Background: an optimization exercise with open tools, aiming at a short achievable clock period and few clock cycles. Do not read the settings as production practice.
In this exercise RTL edits were held to simulation tests only and were not proved equivalent to the original.
Power is estimated from default activity; no workload was simulated.

## Q
Design rv32i_cpu, start of the top module:
module rv32i_cpu (
    input  wire        clk,
    input  wire        reset,
    output wire [31:0] imem_addr,
    input  wire [31:0] imem_rdata,
    output wire [31:0] dmem_addr,
    output wire [31:0] dmem_wdata,
    output wire        dmem_we,
    output wire [3:0]  dmem_be,
    input  wire [31:0] dmem_rdata
);
Size: about 5200 cells after synthesis, ~1200 flip-flops, about 0.063 mm^2 of cells after synthesis.
export LEC_CHECK = 0
export ABC_CLOCK_PERIOD_IN_PS = 2500
export CAP_MARGIN = 20
export CORE_MARGIN = 2
export CORE_UTILIZATION = 40
export SETUP_SLACK_MARGIN = 5
export SLEW_MARGIN = 20
create_clock -name core_clock -period 8.0 [get_ports {clk}]
run.sh (not shown) runs the stock make flow with config.mk's settings and CLKGATE_MAP_FILE= SYNTH_SCRIPT=/design/flow/synth_recipe.tcl, a recipe that flattens the netlist after the stock synthesis.
Testbench counts of Q, summed over its fixed seeds: cycles 55,044.
Input-level comparison between R and Q:
-- flow/design.v --
<<< Q, line 69
    wire lx_hit = lx_valid & (pc[7:0] == lx_pc);
    wire take_bb = fi_br & fi[31] & fi[30] & fi[7] & bsum[8] & ~lx_hit;
    wire same_rs = (fi[18:15] == fi[23:20]);
    wire f3_eqge = (fi[14:12] == 3'b000) | (fi[14:12] == 3'b101) | (fi[14:12] == 3'b111);
    wire take_bf = fi_br & ~fi[31] & ~fi[30] & ~fi[7] & ~bsum[8] & same_rs & f3_eqge;
    wire take_b = take_bb | take_bf;
    wire [7:0]  jlo  = fi[29:22];
    wire [8:0]  jsum = {1'b0, pc[7:0]} + {1'b0, jlo};
>>> R, line 69
    wire lx_hit = lx_valid & (pc[7:0] == lx_pc);
    wire take_bb = fi_br & fi[31] & fi[30] & fi[7] & bsum[8] & ~lx_hit;
    wire take_b = take_bb;
    wire [7:0]  jlo  = fi[29:22];
    wire [8:0]  jsum = {1'b0, pc[7:0]} + {1'b0, jlo};
<<< Q, line 81
    wire [29:0] fi_bw    = {{20{fi[31]}}, fi[7], fi[30:25], fi[11:9]};
    wire [29:0] fi_jw    = {{12{fi[31]}}, fi[19:12], fi[20], fi[30:22]};
    wire [29:0] t_bj     = {pc[29:8], take_j ? jsum[7:0] : bsum[7:0]};
    wire        ex_go   = ex_redirect & ~mem_redirect;
    wire [29:0] pa_rest = mem_redirect ? mem_target :
                          id_redir0    ? id_target  :
                          stall        ? pa         :
                          take         ? 30'd0      : pc_inc;
    wire [29:0] pt_rest = (mem_redirect | id_redir0) ? 30'd0 :
                          stall        ? pt         :
                          take         ? t_bj       : 30'd0;
    assign imem_addr = {pc, 2'b00};
    always @(posedge clk or posedge reset) begin
>>> R, line 78
    wire [29:0] fi_bw    = {{20{fi[31]}}, fi[7], fi[30:25], fi[11:9]};
    wire [29:0] fi_jw    = {{12{fi[31]}}, fi[19:12], fi[20], fi[30:22]};
    wire [29:0] t_bj     = {pc[29:8], fi_jal ? jsum[7:0] : bsum[7:0]};
    wire        ex_go   = ex_redirect & ~mem_redirect;
    wire        seq      = ~mem_redirect & ~id_redir0 & ~stall;
    wire        hold     = ~mem_redirect & ~id_redir0 & stall;
    wire [29:0] pa_other = mem_redirect ? mem_target : id_redir0 ? id_target : pa;
    wire        s_inc    = ~ex_go & seq & ~take;
    wire        s_tgt    = ~ex_go & seq &  take;
    wire        s_oth    = ~ex_go & ~seq;
    wire        s_hold   = ~ex_go & hold;
    wire [29:0] pa_next  = ({30{ex_go}} & ex_target) | ({30{s_inc}} & pc_inc) |
                           ({30{s_oth}} & pa_other);
    wire [29:0] pt_next  = ({30{s_tgt}} & t_bj) | ({30{s_hold}} & pt);
    assign imem_addr = {pc, 2'b00};
    always @(posedge clk or posedge reset) begin
<<< Q, line 96
            pt <= 30'd0;
        end else begin
            pa <= ex_go ? ex_target : pa_rest;
            pt <= ex_go ? 30'd0     : pt_rest;
        end
    end
>>> R, line 96
            pt <= 30'd0;
        end else begin
            pa <= pa_next;
            pt <= pt_next;
        end
    end
### Flow results
Looking at non-clock buffering overhead in the final layout, R sits 0.37 points higher than Q does.
Taking Q as the reference, in R global placement routability congestion went down by 1.1%, sequential share of layout area went up by 0.42 points, die span in y went down by about 0.4%.
Taking Q as the reference, in R final clock period utilization by the worst path lower; post-placement setup slack went up by 0.32 ns; sequential logic power shows a reduction of about 2%.
Testbench counts of R, summed over its fixed seeds: cycles 55,422.

== rev 12 ==
rv32i_cpu, a different RTL version from the one above (not shown whole).
For scale: ~5100 cells after synthesis, ~1100 flip-flops, roughly 170 I/O pins, roughly 61000 um^2 of cells after synthesis.
clock: 8.0 ns
lec_check: 0
abc_clock_period_in_ps: 2500
cap_margin: 20
core_margin: 2
core_utilization: 40
setup_slack_margin: 5
slew_margin: 20
Rev 12: all stages complete, timing, DRC and antenna checks passed
Testbench counts of rev 12, summed over its fixed seeds: cycles 55,425.
Edits applied to the flow inputs when going from rev 12 to rev 13:
--- a/flow/design.v
+++ b/flow/design.v
@@ -65,21 +65,24 @@
     wire [29:0] ex_target;
     wire        mem_redirect = m_mis;
     wire [29:0] mem_target   = m_jalr ? m_tgt : m_alt;
     wire [31:0] fi = imem_rdata;
     wire fi_br  = (fi[6:0] == 7'b1100011);
     wire fi_jal = (fi[6:0] == 7'b1101111);
     wire [7:0]  blo  = {fi[29:25], fi[11:9]};
     wire [8:0]  bsum = {1'b0, pc[7:0]} + {1'b0, blo};
     wire lx_hit = lx_valid & (pc[7:0] == lx_pc);
     wire take_bb = fi_br & fi[31] & fi[30] & fi[7] & bsum[8] & ~lx_hit;
-    wire take_b = take_bb;
+    wire same_rs = (fi[18:15] == fi[23:20]);
+    wire f3_eqge = (fi[14:12] == 3'b000) | (fi[14:12] == 3'b101) | (fi[14:12] == 3'b111);
+    wire take_bf = fi_br & ~fi[31] & ~fi[30] & ~fi[7] & ~bsum[8] & same_rs & f3_eqge;
+    wire take_b = take_bb | take_bf;
     wire [7:0]  jlo  = fi[29:22];
     wire [8:0]  jsum = {1'b0, pc[7:0]} + {1'b0, jlo};
     wire j_short = (fi[30] == fi[31]) & (fi[20] == fi[31]) & (fi[19:12] == {8{fi[31]}});
     wire take_j = fi_jal & j_short & (jsum[8] == fi[31]);
     wire take   = (take_b | take_j) & ~c8;
     wire [29:0] pc_inc   = pc + 30'd1;
     wire [29:0] fi_bw    = {{20{fi[31]}}, fi[7], fi[30:25], fi[11:9]};
     wire [29:0] fi_jw    = {{12{fi[31]}}, fi[19:12], fi[20], fi[30:22]};
     wire [7:0]  t_lo     = fi_jal ? jsum[7:0] : bsum[7:0];
     wire        ex_go   = ex_redirect & ~mem_redirect;
@@ -148,21 +151,24 @@
     wire [3:0] rs2 = f_ins[23:20];
     wire [31:0] imm_i  = {{20{f_ins[31]}}, f_ins[31:20]};
     wire [29:0] imm_jw = {{12{f_ins[31]}}, f_ins[19:12], f_ins[20], f_ins[30:22]};
     wire [31:0] imm_s  = {{20{f_ins[31]}}, f_ins[31:25], f_ins[11:7]};
     wire [29:0] pc_p1  = f_pc1;
     wire [19:0] pc_up  = f_pc[29:10] + f_ins[31:12];
     wire [31:0] d_pass = f_lui   ? {f_ins[31:12], 12'b0} :
                          f_auipc ? {pc_up, f_pc[9:0], 2'b00} : {pc_p1, 2'b00};
     wire [8:0]  d_bsum  = {1'b0, f_pc[7:0]} + {1'b0, f_ins[29:25], f_ins[11:9]};
     wire        f_c8    = &f_pc[7:0];
-    wire        f_bpred = ~f_c8 & f_br & f_ins[31] & f_ins[30] & f_ins[7] & d_bsum[8] & ~f_lxhit;
+    wire        f_bpred = ~f_c8 & ((f_br & f_ins[31] & f_ins[30] & f_ins[7] & d_bsum[8] & ~f_lxhit) |
+                          (f_br & ~f_ins[31] & ~f_ins[30] & ~f_ins[7] & ~d_bsum[8] &
+                           (f_ins[18:15] == f_ins[23:20]) &
+                           ((f3 == 3'b000) | (f3 == 3'b101) | (f3 == 3'b111))));
     wire [8:0]  d_jsum  = {1'b0, f_pc[7:0]} + {1'b0, f_ins[29:22]};
     wire        d_jshort = (f_ins[30] == f_ins[31]) & (f_ins[20] == f_ins[31]) &
                            (f_ins[19:12] == {8{f_ins[31]}});
     wire        f_jpred = ~f_c8 & d_jshort & (d_jsum[8] == f_ins[31]);
     wire [19:0] tb_hi  = (f_tbl[10] == f_ins[31]) ? f_pc[29:10] :
                          f_tbl[10] ? (f_pc[29:10] + 20'd1) : (f_pc[29:10] - 20'd1);
     wire [29:0] alt_b  = {tb_hi, f_tbl[9:0]};
     wire j_fuse = f_jalr & e_wr & (e_rd == rs1) & r_pass;
     wire [31:0] j_sum = e_pass + imm_i;
     wire z_fuse = f_br & ~f3[2] & (rs2 == 4'd0) & e_wr & (e_rd == rs1) & e_addi;
@@ -255,22 +261,24 @@
                 (b_ex & r_sltu & ~d_sub & ~ad[32]) | (b_ex & r_sltu & d_sub & ad[32]) |
                 (b_ex & r_slt & c_x & (A[31] ^ d_sub)) |
                 (b_ex & c_o & (res_o[0] ^ d_sub)) | (~b_ex & (d_b[0] ^ d_sub));
     wire fm0  = (r_sum & ad[0]) | (c_lt & ad[31]) | (r_sltu & ~ad[32]) | c_lta | (c_o & res_o[0]);
     always @(posedge clk) begin
         e_rd   <= rd;
         e_a    <= {fa_d[31:1], fa0};
         e_b    <= {fb_d[31:1], fb0};
         e_bx   <= {fbx_d[31:1], fbx0};
         e_sd   <= d_v2;
-        e_sa   <= {fa_d[31:1], fa0} & {32{d_shift}};
-        e_sh   <= {fb_d[4:1], fb0} & {5{d_shift}};
+        if (d_shift) begin
+            e_sa <= {fa_d[31:1], fa0};
+            e_sh <= {fb_d[4:1], fb0};
+        end
         e_d_m  <= d_ex;
         e_pass <= d_pass;
         r_sum  <= ((f_r | f_i) & f3 == 3'b000) | f_ld | f_st;
         r_sll  <= (f_r | f_i) & f3 == 3'b001;
         r_slt  <= (f_r | f_i) & f3 == 3'b010;
         r_sltu <= (f_r | f_i) & f3 == 3'b011;
         r_xor  <= (f_r | f_i) & f3 == 3'b100;
         r_sr   <= (f_r | f_i) & f3 == 3'b101;
         r_or   <= (f_r | f_i) & f3 == 3'b110;
         r_and  <= (f_r | f_i) & f3 == 3'b111;
Rev 12 went all the way through synthesis, placement and routing and the layout is clean on timing, DRC and antenna. Rev 13 closes out successfully: all stages finished, all timing, DRC and antenna checks passed. A last element of the critical path of e_sa[0] is what rev 12 shows, while e_sa[28] belongs to rev 13. Summary of rev 13 over rev 12: power flat, final hold slack up 0.030 ns, gate count of the mapped netlist down 115, number of global-route vias before repair down 773, total routing resource utilization after global routing down 0.84 points. Post-synthesis to final-layout area growth ends up lower on rev 13. Between rev 13 and rev 12, the required time of the worst setup path is lower for rev 13. [rev 13] combinational share of power rose 0.6 points relative to rev 12. As of rev 13, overall die height had fallen slightly compared to rev 12.
Testbench counts of rev 13, summed over its fixed seeds: cycles 55,047.

-- afterwards: timing with drivers on the ports --
How much do the figures lean on ideal ports? The routed layouts below were timed once more, with nothing changed but the port constraints.
Step 1, drivers: a clkbuf_16 drives clk and a buf_2 each remaining input, both assumed.
Step 2, shift: input delay + t, output delay - t, t = (earliest + latest rising clock arrival at the registers) / 2. This alone moves slack from input paths to output paths.
a / b / c = ideal ports / drivers / drivers and shift; a / b = the first two.
| run | t (ns) | slack for setup (ns) | clock arrival spread, ns |
|---|---|---|---|
| Q | 0.878 | 4.353 / 4.413 / 3.535 | 0.037 / 0.038 |
| R | 0.869 | 4.372 / 4.372 / 3.612 | 0.050 / 0.050 |
| rev 12 | 0.867 | 4.444 / 4.444 / 3.836 | 0.074 / 0.074 |
| rev 13 | 0.847 | 4.380 / 4.380 / 3.718 | 0.078 / 0.078 |
After both steps every run listed still meets setup and hold. The setup slack of Q, which loses most, moves by +0.060 ns with the drivers and by -0.818 ns with both steps.
